Source: an optimization exercise on an open RTL-to-GDS flow (aim: a short achievable clock period and few clock cycles). Production flows keep margins and buffers that such runs may drop. In this exercise RTL edits were held to simulation tests only and were not proved equivalent to the original. Power is estimated from default activity; no workload was simulated.

<file path="flow/config.mk">
export PLATFORM = sky130hd
export DESIGN_NAME = CPU
export DESIGN_NICKNAME = CPU
export VERILOG_FILES = /design/flow/design.v
export SDC_FILE = /design/flow/constraint.sdc
export NUM_CORES = 4
export LEC_CHECK = 0
export CAP_MARGIN = 20
export CORE_MARGIN = 2
export CORE_UTILIZATION = 40
export PLACE_DENSITY = 0.6
export SLEW_MARGIN = 20
</file>
<file path="flow/constraint.sdc">
create_clock -name core_clock -period 8.5 [get_ports {clk}]
set_input_delay 1.7000 -clock core_clock [delete_from_list [all_inputs] [get_ports {clk}]]
set_output_delay 1.7000 -clock core_clock [all_outputs]
set_load 0.01 [all_outputs]
</file>
<file path="flow/design.v">
module ALU(
    input [31:0] rs1,
    input [31:0] rs2,
    input [3:0]  ALUControl,
    output logic [31:0] rd
);
localparam ADD  = 4'b0000;
localparam SUB  = 4'b1000;
localparam SLL  = 4'b0001;
localparam SLT  = 4'b0010;
localparam SLTU = 4'b0011;
localparam XOR  = 4'b0100;
localparam SRL  = 4'b0101;
localparam SRA  = 4'b1101;
localparam OR   = 4'b0110;
localparam AND  = 4'b0111;
always_comb begin
    unique case (ALUControl) 
        ADD: begin
            rd = rs1 + rs2;
        end
        SUB: begin
            rd = rs1 - rs2;
        end
        SLL: begin
            rd = $unsigned(rs1) << rs2[4:0];
        end
        SLT: begin
            rd = $signed(rs1) < $signed(rs2) ? 1 : 0;
        end
        SLTU: begin
            rd = $unsigned(rs1) < $unsigned(rs2) ? 1 : 0;
        end
        XOR: begin
            rd = rs1 ^ rs2;
        end
        SRL: begin
            rd = $unsigned(rs1) >> rs2[4:0];
        end
        SRA: begin
            rd = $signed(rs1) >>> rs2[4:0];
        end
        OR: begin
            rd = rs1 | rs2;
        end
        AND: begin
            rd = rs1 & rs2;
        end
        default: begin
            rd = 32'b0;
        end
    endcase
end
endmodule
module ALU_Control_Unit(
    input [1:0] ALUOp,
    input [6:0] funct7,
    input [2:0] funct3,
    output logic [3:0] ALUControl
);
localparam ADD  = 4'b0000;
localparam SUB  = 4'b1000;
localparam SLL  = 4'b0001;
localparam SLT  = 4'b0010;
localparam SLTU = 4'b0011;
localparam XOR  = 4'b0100;
localparam SRL  = 4'b0101;
localparam SRA  = 4'b1101;
localparam OR   = 4'b0110;
localparam AND  = 4'b0111;
always_comb begin
    unique case (ALUOp) 
        2'b00: begin
            ALUControl = ADD;
        end
        2'b01: begin
            ALUControl = SUB;
        end
        2'b10: begin
            ALUControl = {funct7[5], funct3};
        end
        2'b11: begin
            if (funct3 == 3'b101) begin         
                ALUControl = {funct7[5], funct3};
            end
            else begin
                ALUControl = {1'b0, funct3};
            end
        end
        default: begin
            ALUControl = ADD;
        end
    endcase
end
endmodule
module Control_Unit(
    input  logic [6:0]  opcode,
    output logic [1:0]  ALUOp,       
    output logic [1:0]  ALUSrcA,     
    output logic        ALUSrcB,            
    output logic        Branch,
    output logic        Jal,
    output logic        Jalr,
    output logic        MemWrite,
    output logic        MemRead,
    output logic [1:0]  ResultSrc,    
    output logic        RegWrite,
    output logic        FALUEnable          
);
always_comb begin
    ALUOp = 2'b00;
    ALUSrcA = 2'b00;
    ALUSrcB = 1'b0;
    Branch = 1'b0;
    Jal = 1'b0;
    Jalr = 1'b0;
    MemWrite = 1'b0;
    MemRead = 1'b0;
    ResultSrc = 2'b00;
    RegWrite = 1'b0;
    FALUEnable = 1'b0;
    case (opcode)
        7'b0110011: begin
            ALUOp = 2'b10;
            RegWrite = 1'b1;
        end
        7'b0000011: begin
            ALUSrcB = 1'b1;
            MemRead = 1'b1;
            ResultSrc = 2'b01;
            RegWrite = 1'b1;
        end
        7'b0010011: begin
            ALUOp = 2'b11;
            ALUSrcB = 1'b1;
            RegWrite = 1'b1;
        end
        7'b1100111: begin
            ALUSrcB = 1'b1;
            Jalr = 1'b1;
            ResultSrc = 2'b10;
            RegWrite = 1'b1;
        end
        7'b0100011: begin
            ALUSrcB = 1'b1;
            MemWrite = 1'b1;
        end
        7'b1100011: begin
            ALUOp = 2'b01;
            Branch = 1'b1;
        end
        7'b0010111: begin
            ALUSrcA = 2'b01;
            ALUSrcB = 1'b1;
            RegWrite = 1'b1;
        end
        7'b0110111: begin
            ALUSrcA = 2'b10;
            ALUSrcB = 1'b1;
            RegWrite = 1'b1;
        end
        7'b1101111: begin
            Jal = 1'b1;
            ResultSrc = 2'b10;
            RegWrite = 1'b1;
        end
    endcase
end
endmodule
module EX_MEM_Reg(
    input clk,
    input rst,
    input [31:0] EX_pc4,
    input [31:0] EX_alu_result,
    input [31:0] EX_rs2_data,
    input [4:0]  EX_rd,
    input [2:0]  EX_funct3,
    input        EX_MemWrite,
    input        EX_MemRead,
    input        EX_RegWrite,
    input [1:0]  EX_ResultSrc,
    output logic [31:0] MEM_pc4,
    output logic [31:0] MEM_alu_result,
    output logic [31:0] MEM_rs2_data,
    output logic [4:0]  MEM_rd,
    output logic [2:0]  MEM_funct3,
    output logic        MEM_MemWrite,
    output logic        MEM_MemRead,
    output logic        MEM_RegWrite,
    output logic [1:0]  MEM_ResultSrc
);
always_ff @(posedge clk or posedge rst) begin
    if (rst) begin
        MEM_pc4         <= 32'b0;
        MEM_alu_result  <= 32'b0;
        MEM_rs2_data    <= 32'b0;
        MEM_rd          <= 5'b0;
        MEM_funct3      <= 3'b0;
        MEM_MemWrite    <= 1'b0;
        MEM_MemRead     <= 1'b0;
        MEM_RegWrite    <= 1'b0;
        MEM_ResultSrc   <= 2'b0;
    end
    else begin
        MEM_pc4         <= EX_pc4;
        MEM_alu_result  <= EX_alu_result;
        MEM_rs2_data    <= EX_rs2_data;
        MEM_rd          <= EX_rd;
        MEM_funct3      <= EX_funct3;
        MEM_MemWrite    <= EX_MemWrite;
        MEM_MemRead     <= EX_MemRead;
        MEM_RegWrite    <= EX_RegWrite;
        MEM_ResultSrc   <= EX_ResultSrc;
    end
end
endmodule
module Forwarding_Unit(
    input [4:0] EX_rs1,
    input [4:0] EX_rs2,
    input [4:0] MEM_rd,
    input       MEM_RegWrite,
    input [4:0] WB_rd,
    input       WB_RegWrite,
    output logic [1:0] ForwardA,
    output logic [1:0] ForwardB
);
always_comb begin
    ForwardA = 2'b00;
    if (MEM_RegWrite && (MEM_rd != 5'b0) && (MEM_rd == EX_rs1)) begin
        ForwardA = 2'b01;
    end
    else if (WB_RegWrite && (WB_rd != 5'b0) && (WB_rd == EX_rs1)) begin
        ForwardA = 2'b10;
    end 
end
always_comb begin
    ForwardB = 2'b00;
    if (MEM_RegWrite && (MEM_rd != 5'b0) && (MEM_rd == EX_rs2)) begin
        ForwardB = 2'b01;
    end
    else if (WB_RegWrite && (WB_rd != 5'b0) && (WB_rd == EX_rs2)) begin
        ForwardB = 2'b10;
    end 
end
endmodule
module Hazard_Detection_Unit(
    input [4:0] ID_rs1,
    input [4:0] ID_rs2,
    input [4:0] EX_rd,
    input       EX_MemRead,
    input ID_Branch,
    input ID_take_branch,
    input ID_Jal,
    input ID_Jalr,
    input ID_Branch_Stall,
    output logic Stall,
    output logic IF_ID_flush,
    output logic ID_EX_flush
);
logic load_use_hazard;
always_comb begin
    load_use_hazard = 1'b0;
    if (EX_MemRead) begin
        if ((EX_rd == ID_rs1) || (EX_rd == ID_rs2)) begin
            if (EX_rd != 5'b0) begin
                load_use_hazard = 1'b1;
            end
        end
    end
end
logic control_hazard;
logic branch_hazard;     
logic jump_hazard;       
always_comb begin
    branch_hazard = 1'b0;
    jump_hazard = 1'b0;
    if (ID_Branch && ID_take_branch) begin
        branch_hazard = 1'b1;
    end
    if (ID_Jal || ID_Jalr) begin
        jump_hazard = 1'b1;
    end
    control_hazard = (branch_hazard || jump_hazard) && !Stall;
end
assign Stall = ID_Branch_Stall || load_use_hazard;
always_comb begin
    IF_ID_flush = 1'b0;
    if (control_hazard) begin
        IF_ID_flush = 1'b1;
    end
end
always_comb begin
    ID_EX_flush = 1'b0;
    if (Stall) begin
        ID_EX_flush = 1'b1;
    end
    if (branch_hazard && control_hazard) begin
        ID_EX_flush = 1'b1;
    end
end
endmodule
module ID_EX_Reg(
    input clk,
    input rst,
    input flush,
    input [31:0] ID_PC,
    input [31:0] ID_pc4,
    input [31:0] ID_rs1_data,
    input [31:0] ID_rs2_data,
    input [31:0] ID_imm,
    input [4:0] ID_rs1,
    input [4:0] ID_rs2,
    input [4:0] ID_rd,
    input [2:0] ID_funct3,
    input [3:0] ID_ALUControl,
    input [1:0] ID_ALUSrcA,
    input       ID_ALUSrcB,
    input       ID_MemWrite,
    input       ID_MemRead,
    input       ID_RegWrite,
    input [1:0] ID_ResultSrc,
    output logic [31:0] EX_PC,
    output logic [31:0] EX_pc4,
    output logic [31:0] EX_rs1_data,
    output logic [31:0] EX_rs2_data,
    output logic [31:0] EX_imm,
    output logic [4:0] EX_rs1,
    output logic [4:0] EX_rs2,
    output logic [4:0] EX_rd,
    output logic [2:0] EX_funct3,
    output logic [3:0] EX_ALUControl,
    output logic [1:0] EX_ALUSrcA,
    output logic       EX_ALUSrcB,
    output logic       EX_MemWrite,
    output logic       EX_MemRead,
    output logic       EX_RegWrite,
    output logic [1:0] EX_ResultSrc
);
always_ff @(posedge clk or posedge rst) begin
    if (rst) begin
        EX_PC       <= 32'b0;
        EX_pc4      <= 32'b0;
        EX_rs1_data <= 32'b0;
        EX_rs2_data <= 32'b0;
        EX_imm      <= 32'b0;
        EX_rs1      <= 5'b0;
        EX_rs2      <= 5'b0;
        EX_rd       <= 5'b0;
        EX_funct3   <= 3'b0;
        EX_ALUControl <= 4'b0;
        EX_ALUSrcA  <= 2'b0;
        EX_ALUSrcB  <= 1'b0;
        EX_MemWrite <= 1'b0;
        EX_MemRead  <= 1'b0;
        EX_RegWrite <= 1'b0;
        EX_ResultSrc <= 2'b0;
    end
    else if (flush) begin
        EX_PC       <= 32'b0;
        EX_pc4      <= 32'b0;
        EX_rs1_data <= 32'b0;
        EX_rs2_data <= 32'b0;
        EX_imm      <= 32'b0;
        EX_rs1      <= 5'b0;
        EX_rs2      <= 5'b0;
        EX_rd       <= 5'b0;
        EX_funct3   <= 3'b0;
        EX_ALUControl <= 4'b0;
        EX_ALUSrcA  <= 2'b0;
        EX_ALUSrcB  <= 1'b0;
        EX_MemWrite <= 1'b0;
        EX_MemRead  <= 1'b0;
        EX_RegWrite <= 1'b0;
        EX_ResultSrc <= 2'b0;
    end
    else begin
        EX_PC       <= ID_PC;
        EX_pc4      <= ID_pc4;
        EX_rs1_data <= ID_rs1_data;
        EX_rs2_data <= ID_rs2_data;
        EX_imm      <= ID_imm;
        EX_rs1      <= ID_rs1;
        EX_rs2      <= ID_rs2;
        EX_rd       <= ID_rd;
        EX_funct3   <= ID_funct3;
        EX_ALUControl <= ID_ALUControl;
        EX_ALUSrcA  <= ID_ALUSrcA;
        EX_ALUSrcB  <= ID_ALUSrcB;
        EX_MemWrite <= ID_MemWrite;
        EX_MemRead  <= ID_MemRead;
        EX_RegWrite <= ID_RegWrite;
        EX_ResultSrc <= ID_ResultSrc;
    end
end
endmodule
module ID_Forwarding_Unit(
    input [4:0] ID_rs1,
    input [4:0] ID_rs2,
    input       ID_Branch,       
    input       ID_Jalr,
    input [4:0] EX_rd,
    input       EX_RegWrite,
    input       EX_MemRead,
    input [4:0] MEM_rd,
    input       MEM_RegWrite,
    input       MEM_MemRead,
    input [4:0] WB_rd,
    input       WB_RegWrite,
    output logic [1:0] ID_ForwardA,
    output logic [1:0] ID_ForwardB,
    output logic ID_Branch_Stall
);
logic need_forwarding;
assign need_forwarding = ID_Branch || ID_Jalr;
always_comb begin
    ID_ForwardA = 2'b00;
    if (need_forwarding) begin
        if (MEM_RegWrite && (MEM_rd != 5'b0) && (MEM_rd == ID_rs1)) begin
            ID_ForwardA = 2'b01;
        end
        else if (WB_RegWrite && (WB_rd != 5'b0) && (WB_rd == ID_rs1)) begin
            ID_ForwardA = 2'b10;
        end
    end
end
always_comb begin
    ID_ForwardB = 2'b00;
    if (need_forwarding) begin
        if (MEM_RegWrite && (MEM_rd != 5'b0) && (MEM_rd == ID_rs2)) begin
            ID_ForwardB = 2'b01;
        end
        else if (WB_RegWrite && (WB_rd != 5'b0) && (WB_rd == ID_rs2)) begin
            ID_ForwardB = 2'b10;
        end
    end
end
always_comb begin
    ID_Branch_Stall = 1'b0;
    if (need_forwarding) begin
        if (EX_RegWrite && (EX_rd != 5'b0)) begin
            if ((EX_rd == ID_rs1) || (EX_rd == ID_rs2)) begin
                ID_Branch_Stall = 1'b1;
            end
        end
        if (MEM_MemRead && MEM_RegWrite && (MEM_rd != 5'b0)) begin
            if ((MEM_rd == ID_rs1) || (MEM_rd == ID_rs2)) begin
                ID_Branch_Stall = 1'b1;
            end
        end
    end
end
endmodule
module IF_ID_Reg(
    input clk,
    input rst,
    input stall,
    input flush,
    input [31:0] IF_PC,
    input [31:0] IF_pc4,
    input [31:0] IF_instr,
    output logic [31:0] ID_PC,
    output logic [31:0] ID_pc4,
    output logic [31:0] ID_instr
);
always_ff @(posedge clk or posedge rst) begin
    if (rst) begin
        ID_PC       <= 32'b0;
        ID_pc4      <= 32'b0;
        ID_instr    <= 32'h00000013;  
    end
    else if (flush) begin
        ID_PC       <= 32'b0;
        ID_pc4      <= 32'b0;
        ID_instr    <= 32'h00000013;
    end
    else if (!stall) begin
        ID_PC       <= IF_PC;
        ID_pc4      <= IF_pc4;
        ID_instr    <= IF_instr;
    end
end
endmodule
module MEM_WB_Reg(
    input clk,
    input rst,
    input [31:0] MEM_pc4,
    input [31:0] MEM_alu_result,
    input [31:0] MEM_load_data,
    input [4:0]  MEM_rd,
    input        MEM_RegWrite,
    input [1:0]  MEM_ResultSrc,
    output logic [31:0] WB_pc4,
    output logic [31:0] WB_alu_result,
    output logic [31:0] WB_load_data,
    output logic [4:0]  WB_rd,
    output logic        WB_RegWrite,
    output logic [1:0]  WB_ResultSrc
);
always_ff @(posedge clk or posedge rst) begin
    if (rst) begin
        WB_pc4          <= 32'b0;
        WB_alu_result   <= 32'b0;
        WB_load_data    <= 32'b0;
        WB_rd           <= 5'b0;
        WB_RegWrite     <= 1'b0;
        WB_ResultSrc    <= 2'b0;
    end
    else begin
        WB_pc4          <= MEM_pc4;
        WB_alu_result   <= MEM_alu_result;
        WB_load_data    <= MEM_load_data;
        WB_rd           <= MEM_rd;
        WB_RegWrite     <= MEM_RegWrite;
        WB_ResultSrc    <= MEM_ResultSrc;
    end
end
endmodule
module branch_decision(
    input       Branch,
    input [2:0] funct3,
    input       eq,
    input       lt,
    input       ltu,
    output logic take_branch
);
localparam BEQ  = 3'b000;
localparam BNE  = 3'b001;
localparam BLT  = 3'b100;
localparam BGE  = 3'b101;
localparam BLTU = 3'b110;
localparam BGEU = 3'b111;
always_comb begin
    if (!Branch) begin
        take_branch = 1'b0;
    end
    else begin
        case (funct3)
            BEQ: begin
                take_branch = eq;
            end
            BNE: begin
                take_branch = ~eq;
            end
            BLT: begin
                take_branch = lt;
            end
            BGE: begin
                take_branch = ~lt;
            end
            BLTU: begin
                take_branch = ltu;
            end
            BGEU: begin
                take_branch = ~ltu;
            end
            default: begin
                take_branch = 1'b0;
            end
        endcase
    end
end
endmodule
module comparator(
    input [31:0] rs1,
    input [31:0] rs2,
    output logic eq,
    output logic lt,
    output logic ltu
);
assign eq = (rs1 == rs2);
assign lt = ($signed(rs1) < $signed(rs2));
assign ltu = (rs1 < rs2);
endmodule
module imm_gen(
    input  logic [31:0] instr,
    output logic [31:0] imm
);
logic [6:0] opcode;
assign opcode = instr[6:0];
always_comb begin
    case(opcode) 
        7'b0000011, 7'b0010011, 7'b1100111: begin
            imm = {{20{instr[31]}}, instr[31:20]};
        end
        7'b0100011: begin
            imm = {{20{instr[31]}}, instr[31:25], instr[11:7]};
        end
        7'b1100011: begin
            imm = {{19{instr[31]}}, instr[31], instr[7], instr[30:25], instr[11:8], 1'b0};
        end
        7'b0010111, 7'b0110111: begin
            imm = {instr[31:12], 12'b0};
        end
        7'b1101111: begin
            imm = {{11{instr[31]}}, instr[31], instr[19:12], instr[20], instr[30:21], 1'b0};
        end
        default: begin
            imm = 32'b0;
        end
    endcase
end
endmodule
module load_data(
    input        MemRead,
    input [31:0] dm_rdata,
    input [2:0]  funct3,
    input [31:0] alu_result,
    output logic [31:0] load_data_final
);
localparam LW  = 3'b010;
localparam LB  = 3'b000;
localparam LH  = 3'b001;
localparam LBU = 3'b100;
localparam LHU = 3'b101;
always_comb begin
    load_data_final = 32'b0;
    if (MemRead) begin
        load_data_final = dm_rdata;
        case (funct3)
            LW: begin
                load_data_final = dm_rdata;
            end
            LB: begin
                case (alu_result[1:0]) 
                    2'b00: load_data_final = {{24{dm_rdata[7]}}, dm_rdata[7:0]};
                    2'b01: load_data_final = {{24{dm_rdata[15]}}, dm_rdata[15:8]};
                    2'b10: load_data_final = {{24{dm_rdata[23]}}, dm_rdata[23:16]};
                    2'b11: load_data_final = {{24{dm_rdata[31]}}, dm_rdata[31:24]};
                endcase
            end
            LH: begin
                case (alu_result[1])
                    1'b0: load_data_final = {{16{dm_rdata[15]}}, dm_rdata[15:0]};
                    1'b1: load_data_final = {{16{dm_rdata[31]}}, dm_rdata[31:16]};
                endcase
            end
            LBU: begin
                case (alu_result[1:0])
                    2'b00: load_data_final = {24'b0, dm_rdata[7:0]};
                    2'b01: load_data_final = {24'b0, dm_rdata[15:8]};
                    2'b10: load_data_final = {24'b0, dm_rdata[23:16]};
                    2'b11: load_data_final = {24'b0, dm_rdata[31:24]};
                endcase
            end 
            LHU: begin
                case(alu_result[1])
                    1'b0: load_data_final = {16'b0, dm_rdata[15:0]};
                    1'b1: load_data_final = {16'b0, dm_rdata[31:16]};
                endcase
            end
        endcase
    end
end
endmodule
module pc_mux(
    input [1:0]  PCSel,
    input [31:0] pc4,
    input [31:0] pc_imm,
    input [31:0] ALU_Result,
    output logic [31:0] pc_next
);
always_comb begin
    case (PCSel)
        2'b00: begin
            pc_next = pc4;
        end
        2'b01: begin
            pc_next = pc_imm;
        end
        2'b10: begin
            pc_next = {ALU_Result[31:1], 1'b0};
        end
        default: begin
            pc_next = pc4;
        end
    endcase
end
endmodule
module pc_select(
    input Branch,
    input take_branch,
    input Jal,
    input Jalr,
    output logic [1:0] PCSel
);
always_comb begin
    if (Jalr) begin
        PCSel = 2'b10;
    end
    else if (Jal) begin
        PCSel = 2'b01;
    end
    else if (Branch && take_branch) begin
        PCSel = 2'b01;
    end
    else begin
        PCSel = 2'b00;
    end
end
endmodule
module regfile(
    input logic clk,
    input  logic [4:0]  rs1_addr,
    input  logic [4:0]  rs2_addr,
    output logic [31:0] rs1_data,
    output logic [31:0] rs2_data,
    input  logic        we,
    input  logic [4:0]  rd_addr,
    input  logic [31:0] rd_data
);
logic [31:0] regs [31:0];
assign rs1_data = (rs1_addr == 5'b0) ? 32'b0 :
                  (we && (rd_addr == rs1_addr)) ? rd_data : regs[rs1_addr];
assign rs2_data = (rs2_addr == 5'b0) ? 32'b0 :
                  (we && (rd_addr == rs2_addr)) ? rd_data : regs[rs2_addr];
always_ff @(posedge clk) begin
    if (we && (rd_addr != 5'b0)) begin
        regs[rd_addr] <= rd_data;
    end
end
endmodule
module store_data(
    input [2:0]  funct3,
    input        MemWrite,
    input [31:0] rs2_data,
    input [31:0] alu_result,
    output logic [3:0]  dm_web,
    output logic [31:0] dm_wdata
);
localparam SW = 3'b010;
localparam SB = 3'b000;
localparam SH = 3'b001;
always_comb begin
    dm_wdata = 32'b0;
    dm_web = 4'b1111;
    if (MemWrite) begin
        case(funct3)
            SB: begin
                dm_wdata = {4{rs2_data[7:0]}};
                case (alu_result[1:0]) 
                    2'b00: dm_web = 4'b1110;
                    2'b01: dm_web = 4'b1101;
                    2'b10: dm_web = 4'b1011;
                    2'b11: dm_web = 4'b0111;
                endcase
            end
            SH: begin
                dm_wdata = {2{rs2_data[15:0]}};
                case (alu_result[1:0]) 
                    2'b00: dm_web = 4'b1100;
                    2'b10: dm_web = 4'b0011;
                    default: dm_web = 4'b1111;
                endcase
            end
            SW: begin
                dm_wdata = rs2_data;
                dm_web = 4'b0;
            end
            default: begin
                dm_wdata = rs2_data;
                dm_web = 4'b1111;
            end
        endcase
    end
end
endmodule
module CPU(
    input logic clk,
    input logic rst,
    output logic [31:0] im_addr,
    input  logic [31:0] im_rdata,     
    output logic [31:0] dm_addr,
    output logic [31:0] dm_wdata,    
    output logic [3:0]  dm_web,       
    input  logic [31:0] dm_rdata      
);
logic [31:0] IF_PC;
logic [31:0] IF_pc4;
logic [31:0] IF_PC_next;
logic [31:0] IF_instr;
logic [31:0] ID_PC;
logic [31:0] ID_pc4;
logic [31:0] ID_instr;
logic IF_ID_stall;
logic IF_ID_flush;
logic [6:0] ID_opcode;
logic [4:0] ID_rd;
logic [2:0] ID_funct3;
logic [4:0] ID_rs1;
logic [4:0] ID_rs2;
logic [6:0] ID_funct7;
logic [31:0] ID_rs1_data;
logic [31:0] ID_rs2_data;
logic [31:0] ID_imm;
logic [1:0] ID_ALUOp;
logic [1:0] ID_ALUSrcA;
logic ID_ALUSrcB;
logic ID_Branch;
logic ID_Jal;
logic ID_Jalr;
logic ID_MemWrite;
logic ID_MemRead;
logic ID_RegWrite;
logic [1:0] ID_ResultSrc;
logic [3:0] ID_ALUControl;
logic [31:0] ID_pc_imm;
logic [31:0] ID_jalr_target;
logic ID_eq;
logic ID_lt;
logic ID_ltu;
logic ID_take_branch;
logic [1:0] ID_PCSel;
logic [1:0] ID_ForwardA;
logic [1:0] ID_ForwardB;
logic [31:0] ID_forward_rs1;
logic [31:0] ID_forward_rs2;
logic ID_Branch_Stall;
logic ID_EX_flush;
logic [31:0] EX_PC;
logic [31:0] EX_pc4;
logic [31:0] EX_rs1_data;
logic [31:0] EX_rs2_data;
logic [31:0] EX_imm;
logic [4:0] EX_rs1;
logic [4:0] EX_rs2;
logic [4:0] EX_rd;
logic [2:0] EX_funct3;
logic [3:0] EX_ALUControl;
logic [1:0] EX_ALUSrcA;
logic EX_ALUSrcB;
logic EX_MemWrite;
logic EX_MemRead;
logic EX_RegWrite;
logic [1:0] EX_ResultSrc;
logic [31:0] EX_alu_in1;
logic [31:0] EX_alu_in2;
logic [31:0] EX_alu_result;
logic [1:0] ForwardA;
logic [1:0] ForwardB;
logic [31:0] EX_forward_rs1;
logic [31:0] EX_forward_rs2;
logic [31:0] MEM_pc4;
logic [31:0] MEM_alu_result;
logic [31:0] MEM_rs2_data;
logic [4:0] MEM_rd;
logic [2:0] MEM_funct3;
logic MEM_MemWrite;
logic MEM_MemRead;
logic MEM_RegWrite;
logic [1:0] MEM_ResultSrc;
logic [31:0] MEM_load_data;
logic [31:0] MEM_fwd_data;
logic [31:0] WB_pc4;
logic [31:0] WB_alu_result;
logic [31:0] WB_load_data;
logic [4:0] WB_rd;
logic WB_RegWrite;
logic [1:0] WB_ResultSrc;
logic [31:0] WB_write_data;
assign im_addr = IF_PC;
assign IF_instr = im_rdata;
assign IF_pc4 = IF_PC + 32'd4;
pc_mux u_pc_mux(
    .PCSel(ID_PCSel),
    .pc4(IF_pc4),
    .pc_imm(ID_pc_imm),
    .ALU_Result(ID_jalr_target),
    .pc_next(IF_PC_next)
);
always_ff @(posedge clk or posedge rst) begin
    if (rst) begin
        IF_PC <= 32'b0;
    end
    else if (!IF_ID_stall) begin
        IF_PC <= IF_PC_next;
    end
end
Hazard_Detection_Unit u_hazard_detection(
    .ID_rs1(ID_rs1),
    .ID_rs2(ID_rs2),
    .EX_rd(EX_rd),
    .EX_MemRead(EX_MemRead),
    .ID_Branch(ID_Branch),
    .ID_take_branch(ID_take_branch),
    .ID_Jal(ID_Jal),
    .ID_Jalr(ID_Jalr),
    .ID_Branch_Stall(ID_Branch_Stall),
    .Stall(IF_ID_stall),
    .IF_ID_flush(IF_ID_flush),
    .ID_EX_flush(ID_EX_flush)
);
IF_ID_Reg u_IF_ID_Reg(
    .clk(clk),
    .rst(rst),
    .stall(IF_ID_stall),
    .flush(IF_ID_flush),
    .IF_PC(IF_PC),
    .IF_pc4(IF_pc4),
    .IF_instr(IF_instr),
    .ID_PC(ID_PC),
    .ID_pc4(ID_pc4),
    .ID_instr(ID_instr)
);
assign ID_opcode = ID_instr[6:0];
assign ID_rd = ID_instr[11:7];
assign ID_funct3 = ID_instr[14:12];
assign ID_rs1 = ID_instr[19:15];
assign ID_rs2 = ID_instr[24:20];
assign ID_funct7 = ID_instr[31:25];
regfile u_regfile(
    .clk(clk),
    .rs1_addr(ID_rs1),
    .rs2_addr(ID_rs2),
    .rs1_data(ID_rs1_data),
    .rs2_data(ID_rs2_data),
    .we(WB_RegWrite),
    .rd_addr(WB_rd),
    .rd_data(WB_write_data)
);
imm_gen u_imm(
    .instr(ID_instr),
    .imm(ID_imm)
);
assign ID_pc_imm = ID_PC + ID_imm;
assign ID_jalr_target = ID_forward_rs1 + ID_imm;
ID_Forwarding_Unit u_id_forwarding(
    .ID_rs1(ID_rs1),
    .ID_rs2(ID_rs2),
    .ID_Branch(ID_Branch),
    .ID_Jalr(ID_Jalr),
    .EX_rd(EX_rd),
    .EX_RegWrite(EX_RegWrite),
    .EX_MemRead(EX_MemRead),
    .MEM_rd(MEM_rd),
    .MEM_RegWrite(MEM_RegWrite),
    .MEM_MemRead(MEM_MemRead),
    .WB_rd(WB_rd),
    .WB_RegWrite(WB_RegWrite),
    .ID_ForwardA(ID_ForwardA),
    .ID_ForwardB(ID_ForwardB),
    .ID_Branch_Stall(ID_Branch_Stall)
);
always_comb begin
    case (ID_ForwardA)
        2'b00: ID_forward_rs1 = ID_rs1_data;
        2'b01: ID_forward_rs1 = MEM_fwd_data;
        2'b10: ID_forward_rs1 = WB_write_data;
        default: ID_forward_rs1 = ID_rs1_data;
    endcase
end
always_comb begin
    case (ID_ForwardB)
        2'b00: ID_forward_rs2 = ID_rs2_data;
        2'b01: ID_forward_rs2 = MEM_fwd_data;
        2'b10: ID_forward_rs2 = WB_write_data;
        default: ID_forward_rs2 = ID_rs2_data;
    endcase
end
Control_Unit u_ctrl(
    .opcode(ID_opcode),
    .ALUOp(ID_ALUOp),
    .ALUSrcA(ID_ALUSrcA),
    .ALUSrcB(ID_ALUSrcB),
    .Branch(ID_Branch),
    .Jal(ID_Jal),
    .Jalr(ID_Jalr),
    .MemWrite(ID_MemWrite),
    .MemRead(ID_MemRead),
    .ResultSrc(ID_ResultSrc),
    .RegWrite(ID_RegWrite),
    .FALUEnable()
);
ALU_Control_Unit u_aluctrl(
    .ALUOp(ID_ALUOp),
    .funct7(ID_funct7),
    .funct3(ID_funct3),
    .ALUControl(ID_ALUControl)
);
comparator u_com(
    .rs1(ID_forward_rs1),
    .rs2(ID_forward_rs2),
    .eq(ID_eq),
    .lt(ID_lt),
    .ltu(ID_ltu)
);
branch_decision u_br_dec(
    .Branch(ID_Branch),
    .funct3(ID_funct3),
    .eq(ID_eq),
    .lt(ID_lt),
    .ltu(ID_ltu),
    .take_branch(ID_take_branch)
);
pc_select u_pc_sel(
    .Branch(ID_Branch),
    .take_branch(ID_take_branch),
    .Jal(ID_Jal),
    .Jalr(ID_Jalr),
    .PCSel(ID_PCSel)
);
ID_EX_Reg u_ID_EX_Reg(
    .clk(clk),
    .rst(rst),
    .flush(ID_EX_flush),
    .ID_PC(ID_PC),
    .ID_pc4(ID_pc4),
    .ID_rs1_data(ID_rs1_data),
    .ID_rs2_data(ID_rs2_data),
    .ID_imm(ID_imm),
    .ID_rs1(ID_rs1),
    .ID_rs2(ID_rs2),
    .ID_rd(ID_rd),
    .ID_funct3(ID_funct3),
    .ID_ALUControl(ID_ALUControl),
    .ID_ALUSrcA(ID_ALUSrcA),
    .ID_ALUSrcB(ID_ALUSrcB),
    .ID_MemWrite(ID_MemWrite),
    .ID_MemRead(ID_MemRead),
    .ID_RegWrite(ID_RegWrite),
    .ID_ResultSrc(ID_ResultSrc),
    .EX_PC(EX_PC),
    .EX_pc4(EX_pc4),
    .EX_rs1_data(EX_rs1_data),
    .EX_rs2_data(EX_rs2_data),
    .EX_imm(EX_imm),
    .EX_rs1(EX_rs1),
    .EX_rs2(EX_rs2),
    .EX_rd(EX_rd),
    .EX_funct3(EX_funct3),
    .EX_ALUControl(EX_ALUControl),
    .EX_ALUSrcA(EX_ALUSrcA),
    .EX_ALUSrcB(EX_ALUSrcB),
    .EX_MemWrite(EX_MemWrite),
    .EX_MemRead(EX_MemRead),
    .EX_RegWrite(EX_RegWrite),
    .EX_ResultSrc(EX_ResultSrc)
);
Forwarding_Unit u_forwarding(
    .EX_rs1(EX_rs1),
    .EX_rs2(EX_rs2),
    .MEM_rd(MEM_rd),
    .MEM_RegWrite(MEM_RegWrite),
    .WB_rd(WB_rd),
    .WB_RegWrite(WB_RegWrite),
    .ForwardA(ForwardA),
    .ForwardB(ForwardB)
);
always_comb begin
    case (ForwardA)
        2'b00: EX_forward_rs1 = EX_rs1_data;
        2'b01: EX_forward_rs1 = MEM_fwd_data;
        2'b10: EX_forward_rs1 = WB_write_data;
        default: EX_forward_rs1 = EX_rs1_data;
    endcase
end
always_comb begin
    case (ForwardB)
        2'b00: EX_forward_rs2 = EX_rs2_data;
        2'b01: EX_forward_rs2 = MEM_fwd_data;
        2'b10: EX_forward_rs2 = WB_write_data;
        default: EX_forward_rs2 = EX_rs2_data;
    endcase
end
always_comb begin
    case (EX_ALUSrcA) 
        2'b00: EX_alu_in1 = EX_forward_rs1;
        2'b01: EX_alu_in1 = EX_PC;
        2'b10: EX_alu_in1 = 32'b0;
        default: EX_alu_in1 = EX_forward_rs1;
    endcase
end
assign EX_alu_in2 = (EX_ALUSrcB) ? EX_imm : EX_forward_rs2;
ALU u_alu(
    .rs1(EX_alu_in1),
    .rs2(EX_alu_in2),
    .ALUControl(EX_ALUControl),
    .rd(EX_alu_result)
);
EX_MEM_Reg u_EX_MEM_Reg(
    .clk(clk),
    .rst(rst),
    .EX_pc4(EX_pc4),
    .EX_alu_result(EX_alu_result),
    .EX_rs2_data(EX_forward_rs2),
    .EX_rd(EX_rd),
    .EX_funct3(EX_funct3),
    .EX_MemWrite(EX_MemWrite),
    .EX_MemRead(EX_MemRead),
    .EX_RegWrite(EX_RegWrite),
    .EX_ResultSrc(EX_ResultSrc),
    .MEM_pc4(MEM_pc4),
    .MEM_alu_result(MEM_alu_result),
    .MEM_rs2_data(MEM_rs2_data),
    .MEM_rd(MEM_rd),
    .MEM_funct3(MEM_funct3),
    .MEM_MemWrite(MEM_MemWrite),
    .MEM_MemRead(MEM_MemRead),
    .MEM_RegWrite(MEM_RegWrite),
    .MEM_ResultSrc(MEM_ResultSrc)
);
assign dm_addr = MEM_alu_result;
assign MEM_fwd_data = (MEM_ResultSrc == 2'b10) ? MEM_pc4 : MEM_alu_result;
store_data u_store_data(
    .funct3(MEM_funct3),
    .MemWrite(MEM_MemWrite),
    .rs2_data(MEM_rs2_data),
    .alu_result(MEM_alu_result),
    .dm_web(dm_web),
    .dm_wdata(dm_wdata)
);
load_data u_load_data(
    .MemRead(MEM_MemRead),
    .dm_rdata(dm_rdata),
    .funct3(MEM_funct3),
    .alu_result(MEM_alu_result),
    .load_data_final(MEM_load_data)
);
MEM_WB_Reg u_MEM_WB_Reg(
    .clk(clk),
    .rst(rst),
    .MEM_pc4(MEM_pc4),
    .MEM_alu_result(MEM_alu_result),
    .MEM_load_data(MEM_load_data),
    .MEM_rd(MEM_rd),
    .MEM_RegWrite(MEM_RegWrite),
    .MEM_ResultSrc(MEM_ResultSrc),
    .WB_pc4(WB_pc4),
    .WB_alu_result(WB_alu_result),
    .WB_load_data(WB_load_data),
    .WB_rd(WB_rd),
    .WB_RegWrite(WB_RegWrite),
    .WB_ResultSrc(WB_ResultSrc)
);
always_comb begin
    case (WB_ResultSrc)
        2'b00: WB_write_data = WB_alu_result;
        2'b01: WB_write_data = WB_load_data;
        2'b10: WB_write_data = WB_pc4;
        default: WB_write_data = 32'b0;
    endcase
end
endmodule
</file>
<file path="flow/run.sh">
#!/bin/bash
# synth_recipe.tcl (not shown) runs the flow's synth.tcl, then flattens the netlist and writes it again
# the make line also repeats each setting of config.mk as NAME=value (left out here)
make -C /OpenROAD-flow-scripts/flow DESIGN_CONFIG=/design/flow/config.mk WORK_HOME=/design/flow/orfs CLKGATE_MAP_FILE= SYNTH_SCRIPT=/design/flow/synth_recipe.tcl finish
</file>
==> results.sh <==
export IMPL_status="finished clean"
export IMPL_routed_wirelength_mm=324
export IMPL_syn_area_per_cell_sq_um=13.2
export IMPL_synth_edf_count=1024
export IMPL_crit_chain="or3_4, o31ai_4, or4_1, nor3_1, o41ai_1, buf_4, ha_1, inv_1, fa_1, o21bai_1, a21oi_1, o21ai_0, a21oi_1, o21ai_0, a31oi_1, o31ai_1, a221oi_1, o21ai_0, mux2i_1, o2111ai_1"
export IMPL_initial_core_util_pct=40.2
export IMPL_synth_common_cells="1,024 x edfxtp_1, 559 x mux4_2, 522 x dfrtp_1, 518 x nand2_1, 365 x nor2_1"
export IMPL_start_kind="flip-flop"
export IMPL_cts_sinks=1549
export IMPL_leakage_uw=0.0353
export IMPL_syn_to_final_growth_pct=14.3
export IMPL_yosysMostFrequentCell="edfxtp_1"
export IMPL_fin_crit_ns=7.77
export IMPL_cts_root_buf="clkbuf_16"
export IMPL_maxCapViolCount=0
export IMPL_yosysTopAreaCell="edfxtp_1"
export IMPL_grt_pass1_wl_mm=454
export IMPL_die_area_sq_um=211000
export IMPL_crit_top_cell="o21ai_0"
export IMPL_vias=60800
export IMPL_intPower_uw=16000
export IMPL_period_share_pct=91.4
export IMPL_fin_worst_skew_ns=0.0450
export IMPL_grt_use_met1_pct=41.1
export IMPL_io_pins=166
export IMPL_power_frac_clock_pct=31.8
export IMPL_rsz0062_at_grt="no"
export IMPL_coreArea_sq_um=207000
export IMPL_yosysSeqAreaShare_pct=52.8
export IMPL_post_cts_buffers=0
export IMPL_place_area_sq_um=89200
export IMPL_grt_busiest_layer="met2"
export IMPL_p_comb_share_pct=25.5
export IMPL_cts_max_path_buffers=3
export IMPL_drive_gt1_share_pct=20.5
export IMPL_yosys_area_top_type_share_pct=37.0
export IMPL_std_cell_rows=167
export IMPL_nNetsFinal=6729
export IMPL_grt_max_degree=140
export IMPL_worstSetupStartpoint="u_MEM_WB_Reg.WB_rd[3]"
export IMPL_max_slew_margin_pct=20.4
export IMPL_cts_repair_resized=0
export IMPL_gp_congestion=1.01
export IMPL_synth_cell_types=97
export IMPL_grt_met3_usage_pct=7.91
export IMPL_yosys_warnings=18
export IMPL_path_delay_family="compound AO/OA/AOI/OAI gates"
export IMPL_routed_via_density=6.53
export IMPL_drt_iter0_markers=8002
export IMPL_syn_inst=6318
export IMPL_critPathSlowestCell="or4_1"
export IMPL_setup_worst_path_class="reg2reg"
export IMPL_power_uw=24400
export IMPL_crit_fanout=20
export IMPL_synthTopCellsByArea="edfxtp_1 37%, dfrtp_1 16%, mux4_2 15%"
export IMPL_reg2reg_from="u_MEM_WB_Reg.WB_rd[3]"
export IMPL_antenna_found_initial=21
export IMPL_synth_seq_cells=1549
export IMPL_wl_per_cell_um=34.8
export IMPL_min_path_type="reg2reg"
export IMPL_clk_pin_slew_ns=0.06
export IMPL_slowest_delay_ns=0.87
export IMPL_drc=0
export IMPL_max_freq_mhz=129
export IMPL_slew_violations=0
export IMPL_h_tree_depth=4
export IMPL_numCtsBuffers=169
export IMPL_endpoint_kind="flip-flop"
export IMPL_switching_share_pct=34.2
export IMPL_tightest_slew_ns=1.18
export IMPL_grt_use_met2_pct=45.3
export IMPL_crit_buf_inv=2
export IMPL_tritoncts="yes"
export IMPL_numPortBuffers=165
export IMPL_syn_area_sq_um=83100
export IMPL_die_w_um=460
export IMPL_grtUsageTotal_pct=30.3
export IMPL_p_seq_share_pct=42.7
export IMPL_antenna_left=0
export IMPL_fp_dieH_um=460
export IMPL_required_ns=9.12
export IMPL_grt_ovfl_total=0
export IMPL_clock_latency_ns=0.86
export IMPL_hold_violations=0
export IMPL_grt_pass1_vias=59400
export IMPL_power_density_nw_per_um2=256
export IMPL_dr_pass1_iters=6
export IMPL_async_reset_ff_share_pct=33.9
export IMPL_setup_violations=0
export IMPL_dpl_hpwl_mm=220
export IMPL_hold_start="u_ID_EX_Reg.EX_pc4[31]"
export IMPL_synthFlopType="edfxtp_1"
export IMPL_arrival_ns=8.39
export IMPL_final_area_sq_um=95000
export IMPL_switching_power_uw=8320
export IMPL_ctsHoldBuffers=0
export IMPL_vdd_ir_drop_max_mv=0.225
-- area by class of cell --
cell class | instances | area (sq um)
inverter | 151 | 574
tap | 2704 | 3380
antenna | 6 | 15.0
sequential | 1549 | 43900
timing repair buffer | 436 | 3950
clock buffer | 203 | 4470
multi-input combinational | 4158 | 37300
clock inverter | 111 | 1370
fill | 18300 | 112000
-- power by group through the flow --
stage | registers, uW | logic, uW | clock network, uW
after floorplan | 10000 | 3430 | 0
after CTS | 10400 | 6030 | 7830
after detailed placement | 10500 | 6010 | 0
after global routing | 10400 | 6520 | 8120
after global placement | 10500 | 5960 | 0
final | 10400 | 6210 | 7750
-- worst reg2reg max path: stages (launching register included) --
cell,delay [ns]
dfrtp_1,0.55
or3_4,0.51
o31ai_4,0.38
or4_1,0.87
nor3_1,0.14
o41ai_1,0.65
buf_4,0.33
ha_1,0.23
inv_1,0.08
fa_1,0.48
o21bai_1,0.16
a21oi_1,0.13
o21ai_0,0.44
a21oi_1,0.26
o21ai_0,0.43
a31oi_1,0.26
o31ai_1,0.57
a221oi_1,0.30
o21ai_0,0.33
mux2i_1,0.23
o2111ai_1,0.24
-- through the flow --
step / utilization (%) / setup WS [ns] / hold WS (ns) / setup TNS, ns / instances
final: 45.9 / 0.728 / 0.346 / 0 / 9318
after global routing: 45.9 / 0.519 / 0.357 / 0 / 9313
after CTS: 45.9 / 1.16 / 0.348 / 0 / 9312
after detailed placement: 43.1 / 1.20 / 0.336 / 0 / 8998
after global placement: 43.1 / 1.21 / 0.334 / 0 / 8998
after floorplan: - / -0.332 / 0.331 / -173.16 / 6349
-- flip-flops by register name, indices dropped and copies added (netlist names), 4 cells and up --
register,count
u_ID_EX_Reg.EX_PC,32
u_regfile.regs,1024
u_MEM_WB_Reg.WB_load_data,32
u_EX_MEM_Reg.MEM_pc4,32
u_MEM_WB_Reg.WB_rd,5
u_ID_EX_Reg.EX_rs2,5
IF_PC,32
u_ID_EX_Reg.EX_rs1_data,32
u_MEM_WB_Reg.WB_pc4,32
u_ID_EX_Reg.EX_rs2_data,32
u_IF_ID_Reg.ID_PC,32
u_ID_EX_Reg.EX_rd,5
u_EX_MEM_Reg.MEM_alu_result,32
u_ID_EX_Reg.EX_imm,32
u_IF_ID_Reg.ID_instr,32
u_EX_MEM_Reg.MEM_rs2_data,32
u_ID_EX_Reg.EX_ALUControl,4
u_ID_EX_Reg.EX_rs1,5
u_ID_EX_Reg.EX_pc4,30
u_EX_MEM_Reg.MEM_rd,5
u_MEM_WB_Reg.WB_alu_result,32
u_IF_ID_Reg.ID_pc4,30
-- path summary, 6_finish.rpt --
path                                                    to  cells past startpoint  slack (ns)
min reg2reg                       u_EX_MEM_Reg.MEM_pc4[31]                      0        0.35
max                        u_EX_MEM_Reg.MEM_alu_result[30]                     20        0.73
min                               u_EX_MEM_Reg.MEM_pc4[31]                      0        0.35
max reg2reg                u_EX_MEM_Reg.MEM_alu_result[30]                     20        0.73
min in group asynchronous          u_MEM_WB_Reg.WB_pc4[25]                      2        1.33
max in group asynchronous         u_IF_ID_Reg.ID_instr[18]                      4        5.30
-- cells by family after synthesis --
| family | count (synthesis) | synth area share [%] |
|---|---|---|
| multiplexers | 981 | 20.4 |
| adder cells (fa/ha/maj) | 198 | 3.02 |
| buffers and inverters | 642 | 3.15 |
| other | 1 | 0.00451 |
| AND/OR/NAND/NOR | 1424 | 7.86 |
| flip-flops | 1549 | 52.8 |
| XOR/XNOR | 156 | 1.64 |
| AO/OA/AOI/OAI | 1367 | 11.1 |
-- routing by layer --
layer	up-vias	wire length [um]
li1	24900	-
met1	31400	128000
met2	3743	143000
met3	797	35200
met4	20	17600
met5	-	118
-- placed cells by master, fill, tap and decap left out, types with 90 or more instances in the layout --
| cell | synthesis | routed |
|---|---|---|
| o21ai_0 | 261 | 261 |
| a21oi_1 | 255 | 255 |
| nand2_1 | 518 | 515 |
| mux4_2 | 559 | 559 |
| buf_4 | 16 | 250 |
| a221oi_1 | 102 | 102 |
| edfxtp_1 | 1024 | 1024 |
| mux2i_1 | 323 | 323 |
| ha_1 | 194 | 193 |
| clkdlybuf4s50_1 | 0 | 165 |
| inv_1 | 146 | 144 |
| nor3_1 | 146 | 146 |
| clkbuf_16 | 0 | 171 |
| nor2_1 | 365 | 333 |
| a21o_1 | 90 | 90 |
| and3_1 | 131 | 130 |
| o211ai_1 | 102 | 102 |
| mux2_2 | 94 | 94 |
| dfrtp_1 | 522 | 510 |
| xnor2_1 | 93 | 93 |
Testbench counts, summed over its fixed seeds: cycles 127,668.

-- separate check: timing with driven ports --
The results above use ideal ports. As a check the final layout listed here was re-extracted and re-timed, cells and wires unchanged. Step 1 assumes that a clkbuf_16 drives the clock port and a buf_2 every other input. Step 2 adds t to the input delays and takes it off the output delays; t is the mean of the earliest and latest rising clock arrival at the registers after step 1. Input paths then give back, and output paths get back, about the clock's delay inside the block. Three values: ideal, step 1, step 2; two values: the first two.
t (ns): 0.918
slack for setup (ns): 0.728 / 0.728 / 0.728
worst setup path at the end: register to register
worst register clock-pin slew, ns: 0.07 / 0.07
After both steps this run still meets setup and hold. The setup slack of this run moves by 0.000 ns with the drivers and by 0.000 ns with both steps.
